Background: an optimization exercise with open tools, aiming at small area. Do not read the settings as production practice.
In this exercise RTL edits were held to simulation tests only and were not proved equivalent to the original.
Power figures rest on the tool's default switching activity, not on a simulated workload.

== job 8084 ==
Design b15, start of the top module:
module b15(BE_n, Address, W_R_n, D_C_n, M_IO_n, ADS_n, Datai, Datao, CLOCK, NA_n, BS16_n, READY_n, HOLD, RESET);
input CLOCK;
input RESET;
input NA_n;
input BS16_n;
input READY_n;
input HOLD;
input [31:0] Datai;
output reg [3:0] BE_n;
output [31:0] Address;
output reg W_R_n;
output reg D_C_n;
output reg M_IO_n;
output reg ADS_n;
output [31:0] Datao;
localparam [2:0] StateInit = 3'd0, StateTi = 3'd1, StateT1 = 3'd2, StateT2 = 3'd3,
                 StateT1P = 3'd4, StateTh = 3'd5, StateT2P = 3'd6, StateT2I = 3'd7;
localparam [3:0] Si = 4'd0, S1 = 4'd1, S2 = 4'd2, S3 = 4'd3, S4 = 4'd4,
                 S5 = 4'd5, S6 = 4'd6, S7 = 4'd7, S8 = 4'd8, S9 = 4'd9;
reg [29:0] Addr;           
reg [30:0] Dout;           
assign Address = {2'b00, Addr};
assign Datao = {1'b0, Dout};
reg [2:0] State;
reg [3:0] State2;
reg StateBS16;
reg [3:0] ByteEnable;
reg RequestPending, ReadRequest, MemoryFetch, CodeFetch;
reg [31:0] rEIP;
reg [31:0] EAX, EBX;
reg [31:0] IAP, PAP;       
reg [3:0] Rd, Wr;          
reg More, Flush;
reg [103:0] Qv;            
reg [15:0] Qr;             
wire [7:0] Q [0:14];
genvar gq;
generate for (gq = 0; gq < 15; gq = gq + 1) begin : g_q
  if (gq == 13) begin : g13
    assign Q[gq] = Qr[7:0];
  end else if (gq == 14) begin : g14
    assign Q[gq] = Qr[15:8];
  end else begin : gn
    assign Q[gq] = Qv[8*gq +: 8];
  end
end endgenerate
wire T1T1P = (State == StateT1) | (State == StateT1P);
wire isT1 = (State == StateT1);
wire [29:0] addr_sh = isT1 ? rEIP[31:2] : rEIP[30:1];
wire addr_rnd = rEIP[31] & (rEIP[0] | (isT1 & rEIP[1]));
wire [29:0] addr_new;
  ...
clock: 10.0 ns
lec_check: 0
cap_margin: 20
core_margin: 2
core_utilization: 75
place_density: 0.85
slew_margin: 20
standard.sh (not shown) runs the stock make flow with config.mk's settings and CLKGATE_MAP_FILE= SYNTH_SCRIPT=/design/flow/synth_recipe.tcl, a recipe that flattens the netlist after the stock synthesis.
==> flow/flow/run.sh <==
#!/bin/bash
set -euo pipefail
export BUFFER_PORTS_ARGS="-buffer_cell sky130_fd_sc_hd__buf_1"
export CTS_ARGS="-sink_clustering_enable -repair_clock_nets -dont_use_dummy_load -buf_list {sky130_fd_sc_hd__clkbuf_4 sky130_fd_sc_hd__clkbuf_8} -sink_clustering_size 12 -sink_clustering_max_diameter 40"
bash standard.sh > standard.log 2>&1
The final layout from job 8084, which completed every stage, passed the timing, DRC and antenna checks at the end of the flow.
Changes in job 8014 relative to job 8084:
Settings: SLEW_MARGIN now 0, was 20; CAP_MARGIN now 0, was 20.
==> flow/flow/run.sh <==
#!/bin/bash
set -euo pipefail
export BUFFER_PORTS_ARGS="-buffer_cell sky130_fd_sc_hd__buf_1"
export CTS_ARGS="-sink_clustering_enable -repair_clock_nets -dont_use_dummy_load -buf_list sky130_fd_sc_hd__clkbuf_8 -sink_clustering_size 16 -sink_clustering_max_diameter 50"
bash standard.sh > standard.log 2>&1
==> notes.md <==
- Instance area at placement: job 8084 vs job 8014, no meaningful difference
- Post-synthesis adder-cell area fraction came out exactly the same in job 8084 and job 8014.
- Job 8014 vs. job 8084: total power divided by cell area down 0.67%; sequential share of layout area up 0.24 points.
- Any difference in via-per-instance ratio between job 8014 and job 8084 is small enough to ignore.
- After detailed routing, job 8084 needs more wire than job 8014.
- Number of vias in the routed layout: job 8014 vs job 8084, no meaningful difference
- Global-route total usage across every layer on job 8014 is down relative to job 8084.
- Final area (higher): job 8084
- Diff job 8084..job 8014 | final-report setup violation count | unchanged
The inputs of job 2033 differ from those of job 8014 as listed below.
Settings: a change of CAP_MARGIN from 0 to 5; a change of SLEW_MARGIN from 0 to 5.
Findings:
- Diff job 2033..job 8014 | clock buffer count from CTS | negligible
- As far as sequential share of layout area goes, job 2033 and job 8014 are indistinguishable; the numbers are identical.
- Re met2 routed wirelength: no difference whatsoever between job 8014 and job 2033.
- Total of endpoints with negative setup slack in the final report: job 2033 vs job 8014 identical
- Going from job 8014 to job 2033, met3 demand-to-capacity share in global routing was more or less identical, first-pass GRT wire length now sits at about the same level, number of distinct library cells after synthesis was more or less identical.
- Reported for job 2033 and job 8014, final design area excluding fillers turned out identical to the last digit.


Another version of the RTL of b15 (not shown whole).
For scale: about 2600 cells after synthesis, about 380 flip-flops, ~26000 sq um of cells after synthesis.
make LEC_CHECK=0 CAP_MARGIN=20 CORE_MARGIN=2 CORE_UTILIZATION=65 PLACE_DENSITY=0.75 SLEW_MARGIN=20 finish   # period 10.0 ns
run.sh (not shown) runs the stock make flow with config.mk's settings and CLKGATE_MAP_FILE= SYNTH_SCRIPT=/design/flow/synth_recipe.tcl, a recipe that flattens the netlist after the stock synthesis.
Stock flow here: none of the scripts above is used.
The starting point went through all stages and came out clean.
Edit:
CORE_UTILIZATION = 75   (was 65)
CTS_BUF_LIST = sky130_fd_sc_hd__clkbuf_8   (was unset)
CTS_CLUSTER_DIAMETER = 50   (was unset)
CTS_CLUSTER_SIZE = 16   (was unset)
PLACE_DENSITY = 0.85   (was 0.75)
Sequential share of layout area is higher by 0.77 points.
Wire length went up by 2.2%.
Worst hold slack is better by 0.020 ns.
Final area is lower by 2.1%.
Edit:
CTS_BUF_LIST = sky130_fd_sc_hd__clkbuf_16   (was sky130_fd_sc_hd__clkbuf_8)
CTS_CLUSTER_DIAMETER = 80   (was 50)
CTS_CLUSTER_SIZE = 30   (was 16)
The changed run completed with no timing, DRC or antenna violations; synthesized cell count does not change; routed wire length is lower by 1.9%; final cell count falls by 1.3%; via count decreases by 0.85%; flip-flop and latch count stays the same.


## run 1
RTL: one of the versions met above, not the one the previous note started from.
For scale: about 2600 cells after synthesis, ~380 flip-flops, roughly 110 I/O pins, ~0.026 mm² of cells after synthesis.
Design b15, start of the top module:
module b15(BE_n, Address, W_R_n, D_C_n, M_IO_n, ADS_n, Datai, Datao, CLOCK, NA_n, BS16_n, READY_n, HOLD, RESET);
input CLOCK;
input RESET;
input NA_n;
input BS16_n;
input READY_n;
input HOLD;
input [31:0] Datai;
output reg [3:0] BE_n;
output [31:0] Address;
output reg W_R_n;
output reg D_C_n;
output reg M_IO_n;
output reg ADS_n;
output [31:0] Datao;
localparam [2:0] StateInit = 3'd0, StateTi = 3'd1, StateT1 = 3'd2, StateT2 = 3'd3,
                 StateT1P = 3'd4, StateTh = 3'd5, StateT2P = 3'd6, StateT2I = 3'd7;
localparam [3:0] Si = 4'd0, S1 = 4'd1, S2 = 4'd2, S3 = 4'd3, S4 = 4'd4,
                 S5 = 4'd5, S6 = 4'd6, S7 = 4'd7, S8 = 4'd8, S9 = 4'd9;
reg [29:0] Addr;           
reg [30:0] Dout;           
assign Address = {2'b00, Addr};
assign Datao = {1'b0, Dout};
reg [2:0] State;
reg [3:0] State2;
reg StateBS16;
reg [3:0] ByteEnable;
reg RequestPending, ReadRequest, MemoryFetch, CodeFetch;
reg [31:0] rEIP;
reg [31:0] EAX, EBX;
reg [31:0] IAP, PAP;       
reg [3:0] Rd, Wr;          
reg More, Flush;
reg [103:0] Qv;            
reg [15:0] Qr;             
wire [7:0] Q [0:14];
genvar gq;
generate for (gq = 0; gq < 15; gq = gq + 1) begin : g_q
  if (gq == 13) begin : g13
    assign Q[gq] = Qr[7:0];
  end else if (gq == 14) begin : g14
    assign Q[gq] = Qr[15:8];
  end else begin : gn
    assign Q[gq] = Qv[8*gq +: 8];
  end
end endgenerate
wire T1T1P = (State == StateT1) | (State == StateT1P);
wire isT1 = (State == StateT1);
wire [29:0] addr_sh = isT1 ? rEIP[31:2] : rEIP[30:1];
wire addr_rnd = rEIP[31] & (rEIP[0] | (isT1 & rEIP[1]));
wire [29:0] addr_new;
b15_incf #(30) u_addr (.a(addr_sh), .cin(addr_rnd), .y(addr_new));
  ...
export LEC_CHECK = 0
export CAP_MARGIN = 20
export CORE_MARGIN = 2
export CORE_UTILIZATION = 82
export PLACE_DENSITY = 0.9
export SLEW_MARGIN = 20
create_clock -name core_clock -period 10.0 [get_ports {CLOCK}]
standard.sh (not shown) runs the stock make flow with config.mk's settings and CLKGATE_MAP_FILE= SYNTH_SCRIPT=/design/flow/synth_recipe.tcl, a recipe that flattens the netlist after the stock synthesis.
==> flow/flow/run.sh <==
#!/bin/bash
set -euo pipefail
export BUFFER_PORTS_ARGS="-buffer_cell sky130_fd_sc_hd__buf_1"
export CTS_ARGS="-sink_clustering_enable -repair_clock_nets -dont_use_dummy_load -buf_list sky130_fd_sc_hd__clkbuf_8 -sink_clustering_size 16 -sink_clustering_max_diameter 50"
bash standard.sh > standard.log 2>&1
Run 1 was carried through to the last stage, and its layout satisfied the timing, DRC and antenna checks.
What run 2 does differently from run 1 at the input level:
- GPL_TIMING_DRIVEN now 0, previously not set
- CORE_UTILIZATION now 75, was 82
- PLACE_DENSITY now 0.85, was 0.9
Notes after the runs:
Going from run 1 to run 2, total half-perimeter wirelength after legalization and detailed placement shows an increase of about 13%; number of clock-tree buffers in the layout shows an increase of 2; detailed route wirelength on metal2 shows an increase of about 6%. Number of antenna violations at the first check in global routing: run 2 vs run 1 down 6. Compared with run 1, in run 2 number of inserted filler cells in the final layout picked up an extra 507; sequential share of layout area lost 0.78 points.
Edits applied to the flow inputs when going from run 2 to run 3:
- GPL_TIMING_DRIVEN removed (was 0)
[summary]
- Going from run 2 to run 3, hold slack now sits lower; power now sits lower; clock network fraction of design power now sits higher.
- Worst-case headroom to the max-slew limit delta for run 3 relative to run 2: 2.2 points lower
- Against run 2, run 3 comes in 2.2 points higher on sequential share of power.
- Relative to run 2, the portion of total power attributed to combinational logic of run 3 is lower by 2.6 points.
- Looking at the reports, run 2 completed the entire flow and the layout it produced met the timing, DRC and antenna checks.
- Run 3 reached the final stage; the timing, DRC and antenna checks on its layout passed.
Input-level comparison between run 4 and run 3:
==> flow/flow/run.sh <==
#!/bin/bash
set -euo pipefail
export BUFFER_PORTS_ARGS="-buffer_cell sky130_fd_sc_hd__buf_1"
export CTS_ARGS="-sink_clustering_enable -repair_clock_nets -dont_use_dummy_load -buf_list sky130_fd_sc_hd__clkbuf_16 -sink_clustering_size 25 -sink_clustering_max_diameter 70"
bash standard.sh > standard.log 2>&1
## What came out
- Run 4 has completed all stages; timing, DRC and antenna checks passed.
- The number of vias after detailed routing of run 4 was inferior to that of run 3.
- NOTE: number of design-rule violations left by the first detailed-router iteration in run 4 falls short of that of run 3
- Comparing run 3 and run 4, routed wire length is lower on run 4.
- Wire length on met3 (run 4 over run 3): increase, 1.6%
- [run 4] global-route track usage on met2 rose 1.7 points relative to run 3

-- port drivers added, routing unchanged --
In the flow no input, the clock included, has a driving cell. The finished layouts below were timed again as built, in two steps.
Step 1 (the two cells are an assumption about what drives the block):
set clk [get_ports {CLOCK}]
set_driving_cell -lib_cell sky130_fd_sc_hd__clkbuf_16 $clk
set_driving_cell -lib_cell sky130_fd_sc_hd__buf_2 [delete_from_list [all_inputs] $clk]
Step 2 adds t to the input delays and takes it off the output delays; t is the mean of the earliest and latest rising clock arrival at the registers after step 1. Input paths then give back, and output paths get back, about the clock's delay inside the block.
Three values: ideal ports, drivers, drivers and shift; two values: the first two.
run	shift t [ns]	setup slack, ns	worst setup path after step 2	latest minus earliest clock arrival (ns)
job 8084	0.697	0.754 / 0.754 / 0.754	register to register	0.106 / 0.105
job 8014	0.706	0.638 / 0.638 / 0.638	register to register	0.077 / 0.078
job 2033	0.706	0.638 / 0.638 / 0.638	register to register	0.077 / 0.078
the first run of note 2	0.637	1.195 / 1.195 / 1.195	register to register	0.019 / 0.019
the second run of note 2	0.684	0.964 / 0.964 / 0.964	register to register	0.051 / 0.050
the third run of note 2	0.611	0.900 / 0.900 / 0.900	register to register	0.031 / 0.031
run 1	0.640	0.518 / 0.518 / 0.518	register to register	0.076 / 0.076
run 2	0.627	0.438 / 0.438 / 0.438	register to register	0.084 / 0.084
run 3	0.677	0.658 / 0.658 / 0.658	register to register	0.084 / 0.085
run 4	0.621	0.738 / 0.738 / 0.738	register to register	0.077 / 0.077
After both steps every run listed still meets setup and hold.
